Context: an optimization exercise on an open-source flow, tuned for small area, a short achievable clock period and few clock cycles per item. The choices shown serve that exercise and are no tape-out recipe. In this exercise RTL edits were held to simulation tests only and were not proved equivalent to the original.

--- design/flow/config.mk ---
export PLATFORM = sky130hd
export DESIGN_NAME = riscv_m_unit
export DESIGN_NICKNAME = riscv_m_unit
export VERILOG_FILES = /design/flow/design.v
export SDC_FILE = /design/flow/constraint.sdc
export NUM_CORES = 4
export LEC_CHECK = 0
export CAP_MARGIN = 20
export CORE_MARGIN = 2
export CORE_UTILIZATION = 40
export SLEW_MARGIN = 20
--- design/flow/constraint.sdc ---
create_clock -name core_clock -period 11.0 [get_ports {clk}]
set_input_delay 2.2000 -clock core_clock [delete_from_list [all_inputs] [get_ports {clk}]]
set_output_delay 2.2000 -clock core_clock [all_outputs]
set_load 0.01 [all_outputs]
--- design/flow/design.v ---
module riscv_m_unit(
    input  logic        clk,
    input  logic        resetn,
    input  logic        valid,
    input  logic [31:0] instruction,
    input  logic [31:0] rs1,
    input  logic [31:0] rs2,
    output logic        wr,
    output logic [31:0] rd,
    output logic        busy,
    output logic        ready
);
localparam logic [32:0] QV = 33'd12289;
localparam logic [3:0] S_IDLE  = 4'd0,
                       S_START = 4'd1,
                       S_MUL   = 4'd2,
                       S_MFIN  = 4'd3,
                       S_NEGX  = 4'd4,
                       S_ALIGN = 4'd5,
                       S_DIV   = 4'd6,
                       S_FIN   = 4'd7,
                       S_FIXA  = 4'd8,
                       S_FIXS  = 4'd9,
                       S_MQ3   = 4'd10,
                       S_MQSUB = 4'd11,
                       S_DONE  = 4'd12;
function automatic [4:0] hipos(input logic [31:0] v);
    logic [7:0]  nz;
    logic [15:0] pos;
    logic [2:0]  hn;
    integer i;
    for (i = 0; i < 8; i = i + 1) begin
        nz[i] = |v[4*i +: 4];
        pos[2*i +: 2] = v[4*i+3] ? 2'd3 : v[4*i+2] ? 2'd2 : v[4*i+1] ? 2'd1 : 2'd0;
    end
    hn = 3'd0;
    for (i = 0; i < 8; i = i + 1)
        if (nz[i]) hn = i[2:0];
    hipos = {hn, pos[2*hn +: 2]};
endfunction
function automatic [16:0] div3(input logic [15:0] y);
    logic [1:0]  r;
    logic [2:0]  v;
    logic [14:0] q;
    integer i;
    r = 2'd0;
    q = 15'd0;
    for (i = 15; i >= 0; i = i - 1) begin
        v = {r, y[i]};
        if (v >= 3'd3) begin
            if (i < 15) q[i] = 1'b1;
            r = v - 3'd3;
        end else begin
            r = v[1:0];
        end
    end
    div3 = {r, q};
endfunction
logic [3:0]  st, nst;
logic        rdy_q, busy_q, rsel;
logic [32:0] H, X;
logic [31:0] L;
logic        prev, ext;
logic [4:0]  cnt;
logic [2:0]  f3;
logic        cust;
logic        sn, sd;
wire acc_m  = (instruction[6:0] == 7'b0110011) && (instruction[31:25] == 7'b0000001);
wire acc_c  = (instruction[6:0] == 7'b0001011);
wire accept = valid && (acc_m || acc_c);
wire op_mulq = cust & f3[1];
wire op_addm = cust & ~f3[1] & ~f3[0];
wire op_mul  = ~cust & ~f3[2];
wire op_div  = ~cust & f3[2];
wire div_q   = ~f3[1];           
wire div_sgn = ~f3[0];           
wire mul_lo  = ~cust & (f3 == 3'd0);
logic [34:0] add_a, add_b, S;
logic        add_inv;
wire         s_neg = S[34];
wire [2:0] bd     = {L[1:0], prev};
wire       b_zero = (bd == 3'b000) | (bd == 3'b111);
wire       b_two  = (bd == 3'b011) | (bd == 3'b100);
wire       b_neg  = bd[2];
wire [34:0] xs    = {{2{X[32]}}, X};
wire [34:0] bmul  = b_zero ? 35'd0 : (b_two ? {xs[33:0], 1'b0} : xs);
wire a_s   = ~cust & (f3 != 3'd3);        
wire b_s   = ~cust & ~f3[1];              
wire a_ng  = a_s & H[31];
wire b_ng  = b_s & X[31];
wire [4:0] pa = hipos(H[31:0] ^ {32{a_ng}});
wire [4:0] pb = hipos(X[31:0] ^ {32{b_ng}});
wire swap  = pb > pa;
wire sn_c = div_sgn & H[31];
wire sd_c = div_sgn & X[31];
wire [4:0] ph = hipos(H[31:0]);
wire [4:0] px = hipos(X[31:0]);
wire [5:0] sdiff = {1'b0, ph} - {1'b0, px};
wire dz  = (X[31:0] == 32'd0);
wire qz  = sdiff[5];
wire [31:0] xsh = X[31:0] << sdiff[4:0];
wire need_neg = div_q ? (sn ^ sd) : sn;
wire [8:0] sk   = {L[7:0], prev};
wire [4:0] lim  = op_mulq ? 5'd8 : 5'd16;
wire skip       = ((sk == 9'd0) | (sk == 9'h1ff)) & ({1'b0, cnt} + 6'd4 <= {1'b0, lim});
wire [4:0] cnt_n = cnt + (skip ? 5'd4 : 5'd1);
wire prev_n     = skip ? L[7] : L[1];
wire [16:0] d3 = div3({H[11:0], L[31:28]});
wire sn_e = (st == S_START) ? sn_c : sn;
wire align_now = (st == S_ALIGN) | ((st == S_START) & op_div & ~sn_c & ~sd_c);
always_comb begin
    nst     = st;
    add_a   = {{2{H[32]}}, H};
    add_b   = xs;
    add_inv = 1'b0;
    case (st)
        S_IDLE:  nst = accept ? S_START : S_IDLE;
        S_START: begin
            if (cust & ~f3[1]) begin
                add_inv = ~op_addm;
                nst = op_addm ? S_FIXA : (s_neg ? S_FIXS : S_DONE);
            end else if (~cust & f3[2]) begin
                if (sn_c) begin
                    add_a = 35'd0; add_b = {3'd0, H[31:0]}; add_inv = 1'b1;
                    nst = sd_c ? S_NEGX : S_ALIGN;
                end else if (sd_c) begin
                    add_a = 35'd0; add_b = {3'd0, X[31:0]}; add_inv = 1'b1;
                    nst = S_ALIGN;
                end
            end else begin
                nst = S_MUL;
            end
        end
        S_MUL: begin
            add_b = bmul;
            add_inv = b_neg & ~b_zero;
            if (cnt_n == lim)
                nst = op_mulq ? S_MQ3 : ((~mul_lo & ~ext & prev_n) ? S_MFIN : S_DONE);
        end
        S_MFIN:  nst = S_DONE;
        S_NEGX: begin
            add_a = 35'd0; add_b = {3'd0, X[31:0]}; add_inv = 1'b1;
            nst = S_ALIGN;
        end
        S_DIV: begin
            add_inv = 1'b1;
            if (cnt == 5'd0) nst = need_neg ? S_FIN : S_DONE;
        end
        S_FIN: begin
            add_a = 35'd0; add_b = {3'd0, div_q ? L : H[31:0]}; add_inv = 1'b1;
            nst = S_DONE;
        end
        S_FIXA: begin
            add_inv = 1'b1;
            nst = S_DONE;
        end
        S_FIXS:  nst = s_neg ? S_FIXS : S_DONE;
        S_MQ3:   nst = S_MQSUB;
        S_MQSUB: begin
            add_inv = 1'b1;
            nst = s_neg ? S_FIXS : S_DONE;
        end
        S_DONE:  nst = S_IDLE;
        default: nst = S_IDLE;
    endcase
    if (align_now) begin
        if (dz | qz) nst = (~div_q & sn_e) ? S_FIN : S_DONE;
        else nst = S_DIV;
    end
end
assign S = add_a + (add_b ^ {35{add_inv}}) + {34'd0, add_inv};
always_ff @(posedge clk or negedge resetn) begin
    if (!resetn) begin
        st     <= S_IDLE;
        rdy_q  <= 1'b0;
        busy_q <= 1'b0;
    end else begin
        st     <= nst;
        rdy_q  <= (nst == S_DONE);
        busy_q <= (nst != S_IDLE) && (nst != S_DONE);
    end
end
always_ff @(posedge clk)
    rsel <= mul_lo | (op_div & div_q & (st != S_FIN) & ~(~dz & need_neg & (st == S_DIV)));
always_ff @(posedge clk) begin
    case (st)
        S_IDLE: begin
            H    <= {1'b0, rs1};
            X    <= {1'b0, rs2};
            L    <= rs2;
            f3   <= instruction[14:12];
            cust <= instruction[3];
        end
        S_START: begin
            if (cust & ~f3[1]) begin
                H <= S[32:0];
                X <= QV;
            end else if (~cust & f3[2]) begin
                sn <= sn_c;
                sd <= sd_c;
                if (sn_c)      H <= {1'b0, S[31:0]};
                else if (sd_c) X <= {1'b0, S[31:0]};
            end else begin
                H    <= 33'd0;
                X    <= swap ? {b_ng, X[31:0]} : {a_ng, H[31:0]};
                L    <= swap ? H[31:0] : L;
                ext  <= swap ? a_ng : b_ng;
                prev <= 1'b0;
                cnt  <= 5'd0;
            end
        end
        S_MUL: begin
            cnt  <= cnt_n;
            prev <= prev_n;
            if (skip) begin
                H <= {{8{H[32]}}, H[32:8]};
                L <= {H[7:0], L[31:8]};
            end else begin
                H <= S[34:2];
                L <= {S[1:0], L[31:2]};
            end
        end
        S_MFIN:  H <= S[32:0];
        S_NEGX:  X <= {1'b0, S[31:0]};
        S_DIV: begin
            if (~s_neg) H <= S[32:0];
            L   <= {L[30:0], ~s_neg};
            X   <= {1'b0, X[32:1]};
            cnt <= cnt - 5'd1;
        end
        S_FIN:   H <= S[32:0];
        S_FIXA:  if (~s_neg) H <= S[32:0];
        S_FIXS:  H <= S[32:0];
        S_MQ3: begin
            H <= {19'd0, d3[16:15], L[27:16]};
            X <= {18'd0, d3[14:0]};
        end
        S_MQSUB: begin
            H <= S[32:0];
            X <= QV;
        end
        default: ;
    endcase
    if (align_now) begin
        L <= dz ? 32'hffffffff : 32'd0;
        if (~dz & ~qz) begin
            X   <= {1'b0, xsh};
            cnt <= sdiff[4:0];
        end
    end
end
assign rd    = rsel ? L : H[31:0];
assign ready = rdy_q;
assign wr    = rdy_q;
assign busy  = busy_q;
endmodule
--- design/flow/run.sh ---
#!/bin/bash
# synth_recipe.tcl (not shown) runs the flow's synth.tcl, then flattens the netlist and writes it again
# the make line also repeats each setting of config.mk as NAME=value (left out here)
make -C /OpenROAD-flow-scripts/flow DESIGN_CONFIG=/design/flow/config.mk WORK_HOME=/design/flow/orfs CLKGATE_MAP_FILE= SYNTH_SCRIPT=/design/flow/synth_recipe.tcl finish
==> run notes <==
[cells by family (layout without fill, tap and decap cells)]
group / Yosys count / count (layout) / share of synthesized area, %
and+or+nand+nor: 780 / 780 / 21.9
DFF: 118 / 118 / 19.1
buffers and inverters: 278 / 387 / 6.44
AOI/OAI and AO/OA: 796 / 796 / 34.1
muxes: 123 / 123 / 9.05
xor gates and xnor gates: 75 / 75 / 3.99
other: 0 / 2 / 0
adders and majority gates: 69 / 69 / 5.34
[state kept, by name (all words and copies together) (netlist names), 3 cells and up]
register,cells
H,33
X,33
cnt,5
L,32
st,4
f3,3
[how the worst max path moves through the flow]
| stage | startpoint | to | depth (start not counted) |
|---|---|---|---|
| 2_1_floorplan | H[10] | H[13] | 73 |
| 3_3_place_gp | H[10] | H[13] | 70 |
| 3_5_place_dp | H[10] | H[13] | 70 |
| 4_1_cts | H[9] | H[13] | 70 |
| 5_1_grt | H[10] | H[13] | 71 |
| 6_report | H[10] | H[13] | 78 |
[critical path, delay by kind of cell, from the launching register on]
family                     cells  cell delay, ns
AOI/OAI and AO/OA             19            3.70
and+or+nand+nor               20            2.42
adders and majority gates     12            2.20
muxes                          5            1.27
buffers and inverters         22            2.01
DFF                            1            0.39
[what timing repair did]
action / CTS / global route
buffers inserted: 42 / 7
endpoints found under the hold margin: 0 / 0
hold buffers: 0 / 0
pin swaps: 19 / 10
resized for setup: 29 / 9
endpoints found under the setup margin: 5 / 5
[cell usage in the layout (no fill, tap or decap), types with 19 or more instances in the layout]
master,count
a211oi_1,30
o221ai_1,32
a21o_1,20
nand2b_1,19
edfxtp_1,75
nor2b_1,22
nand3_1,32
nor3_1,39
xor2_1,43
mux2i_1,68
a221oi_1,33
a31oi_1,54
a21oi_1,188
inv_1,57
mux2_2,34
a222oi_1,84
dfxtp_1,36
nor2_1,159
o21a_1,37
xnor2_1,29
o21ai_0,147
clkdlybuf4s50_1,118
nand2_1,334
buf_4,173
ha_1,51
and2_1,48
[stage by stage]
step                      setup TNS (ns)  hold WS, ns
after CTS                          -4.06        0.571
after detailed placement           -5.38        0.563
after global placement             -3.65        0.558
after floorplan                    -6.91        0.520
after global routing               -7.37        0.599
final                              -4.61        0.570
[layout make-up]
type	instances	area (sq um)	area share, %
multi-input cells	1843	12700	64.1
flip-flops and latches	118	3140	15.9
repair buffers	293	2500	12.6
well taps	532	666	3.36
clock buffers	22	485	2.45
inverters	62	235	1.19
clock inverters	10	68.8	0.347
diodes	2	5.00	0.0253
[metal layers]
layer  routed length [um]  up-vias  global-route usage [%]
met2                34500     1510                    55.8
met1                32300     9518                    51.1
li1                     -     8708                       -
met4                 5050        4                    21.3
met5                   27        -                       0
met3                11300      288                    10.9
==> out/results.ini <==
[critical_path]
arrival_ns=12.48
critPathCaptureType=flop
crit-reg2reg-launch=H[10]
r2r_end=H[13]
crit_required_ns=11.28
rr_worst_depth=78
reg2reg_slack_ns=-1.21
crit_fanout=6
cp-start-kind=flop
max_stage_delay_ns=0.39
slowest_stage=edfxtp_1
critical_path_class=flop to flop
cpMostUsedCell=buf_4

[outcome]
outcome=finished with violations
violations=setup timing

[clock_tree]
tritoncts=built
cts_made_buffers=17
clk_latency_ns=0.47
clkTransAtPathRegs_ns=0.06
htreeDepth=4
cts_sinks=118
cts-root-buf=clkbuf_16
clk_path_buf_depth=2

[sta]
worstMarginPinSlew_ns=1.13
finalSetupViolCount=5
rsz0062_at_grt=yes
fin_skew_ns=0.0260
slew_headroom_pct=24.4
period_share_pct=111
worst_slack_ns=-1.21
fmax_mhz=81.9
report.final.slew_viol_count=0
period_needed_ns=12.21
finalHoldViolations=0

[synthesis]
synth_common_cells=337 x nand2_1, 196 x clkbuf_1, 189 x a21oi_1
syn_inst=2239
synth-seq-cells=118
synth_area_sq_um=16400
async_flop_share_pct=5.08
synth-edff-count=75
yosysTopAreaCell=edfxtp_1
synth.most_common_cell=nand2_1
yosysSeqAreaShare_pct=19.1
yosysWarnings=1
synth_area_leaders=edfxtp_1 14%, nand2_1 7.7%, a21oi_1 5.8%
synth.distinct_cells=103
syn_nets=2407
synthFlopType=edfxtp_1
synth.top_cell.area_share_pct=13.7
synth.avg_cell_area_sq_um=7.34

[placed_design]
dpl_cell_area_sq_um=18700
portBuffers=118
gp_congestion=1.04
pre_cts_ws_ns=-1.48
dp_hpwl_um=59900
place_inst=2800

[min_path]
hold_path_class=flop to flop
hp-start=cnt[3]
holdPathStages=2
hold_path_end=cnt[3]

[floorplanning]
initial_utilization_pct=40.4
die-height_um=207
core_region_area_sq_um=40700
ios=134
die_x_um=207
rows=74
die_area_sq_um=42700

[global_route]
grt_use_total_pct=38.4
grt_antenna_before_repair=4
grt_pass1_vias=18827
grt_pass1_wl_um=121000
grt_max_degree=64
grt_overflow_total=0

[cells_and_area]
fin_area_sq_um=19800
utilization_pct=48.6
nFillCells=4072
final_cells=2882
syn2layout_area_growth_pct=20.5
layout-drive-gt1-share_pct=15.7
layout.nets=2503

[detailed_routing]
routed_wl_um=83200
via_count=20028
wl_per_cell_um=28.9
drc_errors=0
routed_via_density=6.95
ant_nets=0
drt-initial-drc-count=3457
dr.pass1.iters=10

[flow_run]
cap_viol_max_count=0

Testbench counts, summed over its fixed seeds: cycles 48,987, items 4,800.

## static timing again, ports no longer ideal
In the flow no input, the clock included, has a driving cell. The finished layout below was timed again as built, in two steps. Step 1, drivers: a clkbuf_16 drives clk and a buf_2 each remaining input, both assumed. Step 2 also shifts input and output timing later by t, the mid clock arrival at the registers, as if the neighbouring blocks saw the same clock. a / b / c = ideal ports / drivers / drivers and shift; a / b = the first two.
t, ns: 0.511
slack for setup (ns): -1.206 / -1.206 / -1.206
worst register clock-pin slew, ns: 0.08 / 0.08
worst slew at a driven data input, ns: 0.06
pins driven straight from the clock port: 1
The setup slack of this run moves by 0.000 ns with the drivers and by 0.000 ns with both steps.
